Source: an optimization exercise on an open RTL-to-GDS flow (aim: small area). Production flows keep margins and buffers that such runs may drop. Power and IR drop assume default switching activity.

==> 01-04 <==
==> flow/design.v <==
module Hough(
	input wire			nReset,
	input wire			Clk,
	input wire 	[7:0]	PixelIn,
	input wire			FrameIn,
	input wire			LineIn,
	output reg	[7:0]	PixelOut,
	output reg			FrameOut,
	output reg			LineOut
);
	localparam N = 105;
	reg [6*N-1:0] line;
	always @(posedge Clk)
		line <= {line[6*N-7:0], PixelIn[7:2]};
	reg [5:0] ci;		 
	reg [5:0] Wm1;		 
	reg [7:0] ri;		 
	reg [7:0] Hm1;		 
	always @(posedge Clk) begin
		if (LineIn) begin
			ci  <= 6'd0;
			Wm1 <= ci;
		end else
			ci  <= ci + 6'd1;
	end
	always @(posedge Clk or negedge nReset) begin
		if (!nReset)
			ri <= 8'd254;
		else if (FrameIn)
			ri <= 8'd0;
		else if (LineIn)
			ri <= ri + 8'd1;
	end
	always @(posedge Clk)
		if (FrameIn) Hm1 <= ri;
	reg [5:0] m1, m2;
	integer i;
	always @* begin
		m1 = 6'd0;
		m2 = 6'd0;
		for (i = 2; i <= 48; i = i + 1) begin
			if (Wm1 == i) begin
				m1 = m1 | line[6*(101-i) +: 6];
				m2 = m2 | line[6*(100-2*i) +: 6];
			end
		end
	end
	reg [5:0] T1, T2, U1, U2;
	always @(posedge Clk) begin
		T1 <= m1;
		T2 <= T1;
		U1 <= m2;
		U2 <= U1;
	end
	wire [5:0] p0 = line[6*104 +: 6];
	wire [5:0] p1 = line[6*103 +: 6];
	wire [5:0] p2 = line[6*102 +: 6];
	wire [6:0] ta = {1'b0, p0} + {1'b0, ~p2};
	wire [6:0] tb = {1'b0, T2} + {1'b0, ~m1};
	wire [6:0] tc = {1'b0, U2} + {1'b0, ~m2};
	wire [6:0] td = {1'b0, p0} + {1'b0, ~U2};
	wire [6:0] te = {1'b0, p1} + {1'b0, ~U1};
	wire [6:0] tf = {1'b0, p2} + {1'b0, ~m2};
	wire [4:0] xa = ta[5:1] ^ {5{~ta[6]}};
	wire [5:0] xb = tb[5:0] ^ {6{~tb[6]}};
	wire [4:0] xc = tc[5:1] ^ {5{~tc[6]}};
	wire [4:0] xd = td[5:1] ^ {5{~td[6]}};
	wire [5:0] xe = te[5:0] ^ {6{~te[6]}};
	wire [4:0] xf = tf[5:1] ^ {5{~tf[6]}};
	wire [5:0] cin = {ta[6] & ta[0], tb[6], tc[6] & tc[0], td[6] & td[0], te[6], tf[6] & tf[0]};
	wire [7:0] sum = xa + xb + xc + xd + xe + xf + cin[0] + cin[1] + cin[2] + cin[3] + cin[4] + cin[5];
	reg [6:0] s;
	reg [5:0] co;
	reg [7:0] ro;
	reg       q;
	always @(posedge Clk or negedge nReset) begin
		if (!nReset)
			s <= 7'd0;
		else if (s != 7'd105)
			s <= s + 7'd1;
	end
	always @(posedge Clk) begin
		if (s == 7'd104) begin
			co <= 6'd0;
			ro <= 8'd0;
		end else if (co == Wm1) begin
			co <= 6'd0;
			ro <= (ro == Hm1) ? 8'd0 : ro + 8'd1;
		end else
			co <= co + 6'd1;
	end
	wire mask = ({1'b0, co} + 7'd1 >= {1'b0, Wm1}) | ({1'b0, ro} + 9'd1 >= {1'b0, Hm1});
	always @(posedge Clk) begin
		q        <= (ro == {2'b0, co} + 8'd1);
		FrameOut <= (co == 6'd0) && (ro == 8'd0);
		LineOut  <= (co == 6'd0);
		PixelOut <= q ? 8'hFF : (mask ? 8'h00 : sum);
	end
endmodule
==> flow/run.sh <==
#!/bin/bash
# synth_recipe.tcl (not shown) runs the flow's synth.tcl, then flattens the netlist and writes it again
# the make line also repeats each setting of config.mk as NAME=value (left out here)
make -C /OpenROAD-flow-scripts/flow DESIGN_CONFIG=/design/flow/config.mk WORK_HOME=/design/flow/orfs CLKGATE_MAP_FILE= SYNTH_SCRIPT=/design/flow/synth_recipe.tcl finish
==> flow/config.mk <==
export PLATFORM = sky130hd
export DESIGN_NAME = Hough
export DESIGN_NICKNAME = Hough
export VERILOG_FILES = /design/flow/design.v
export SDC_FILE = /design/flow/constraint.sdc
export NUM_CORES = 8
export LEC_CHECK = 0
export CAP_MARGIN = 40
export CORE_MARGIN = 2
export CORE_UTILIZATION = 30
export CTS_BUF_LIST = sky130_fd_sc_hd__clkbuf_4
export CTS_CLUSTER_SIZE = 20
export SLEW_MARGIN = 40
==> flow/constraint.sdc <==
create_clock -name core_clock -period 10.0 [get_ports {Clk}]
set_input_delay 2.0000 -clock core_clock [delete_from_list [all_inputs] [get_ports {Clk}]]
set_output_delay 2.0000 -clock core_clock [all_outputs]
set_load 0.01 [all_outputs]
==> inputs of 06-06, as changes to 01-04 <==
--- a/flow/config.mk
+++ b/flow/config.mk
@@ -9,5 +9,5 @@
 export CORE_MARGIN = 2
 export CORE_UTILIZATION = 30
-export CTS_BUF_LIST = sky130_fd_sc_hd__clkbuf_4
-export CTS_CLUSTER_SIZE = 20
+export CTS_BUF_LIST = sky130_fd_sc_hd__clkbuf_8
+export CTS_CLUSTER_SIZE = 30
 export SLEW_MARGIN = 40
==> qor summary <==
Length of routed met3 wiring: 01-04 6.309 mm; 06-06 5.663 mm
Internal: 01-04 4907 uW; 06-06 5251 uW
Switching Fraction: 01-04 29.90%; 06-06 28.49%
Count of clock-net buffers in the final layout: 01-04 241; 06-06 142
Total length of routed met2 wires: 01-04 28.88 mm; 06-06 28.84 mm
Final worst-path setup slack: 01-04 1371 ps; 06-06 1411 ps
Capture endpoint of the worst hold path: 01-04 line[172]; 06-06 line[290]
First-pass GRT wire length: 01-04 98.80 mm; 06-06 97.84 mm
Peak supply drop: 01-04 0.0003259 V; 06-06 0.0003403 V
Share of final layout cell area taken by clock buffers and inverters: 01-04 8.237%; 06-06 9.457%
Relative area change from synthesis to final layout: 01-04 16.70%; 06-06 18.27%
Result of the run: 01-04 no timing/DRC/antenna violations; 06-06 no timing/DRC/antenna violations
Vias post-DR: 01-04 15350; 06-06 15050
Function was not checked in any run of this note: the RTL went through the layout flow alone.

==> separate check: timing with driven ports <==
In the flow no input, the clock included, has a driving cell. The finished layouts below were timed again as built, in two steps. Step 1: set_driving_cell puts a clkbuf_16 on Clk and a buf_2 on each other input, an assumption about the parent block. Step 2 moves the port delays by t, midway between the first and last clock arrival at a register: inputs arrive t later, outputs are due t later. That takes back most of the time a late clock gives input paths. Three values: ideal, step 1, step 2; two values: the first two.
run	t, ns	setup slack, ns	latest minus earliest clock arrival (ns)	worst data-port slew with drivers (ns)
01-04	1.071	1.371 / 1.371 / 1.371	0.121 / 0.121	0.04
06-06	0.772	1.411 / 1.411 / 1.411	0.065 / 0.065	0.04
After both steps setup and hold are still met in every run listed.
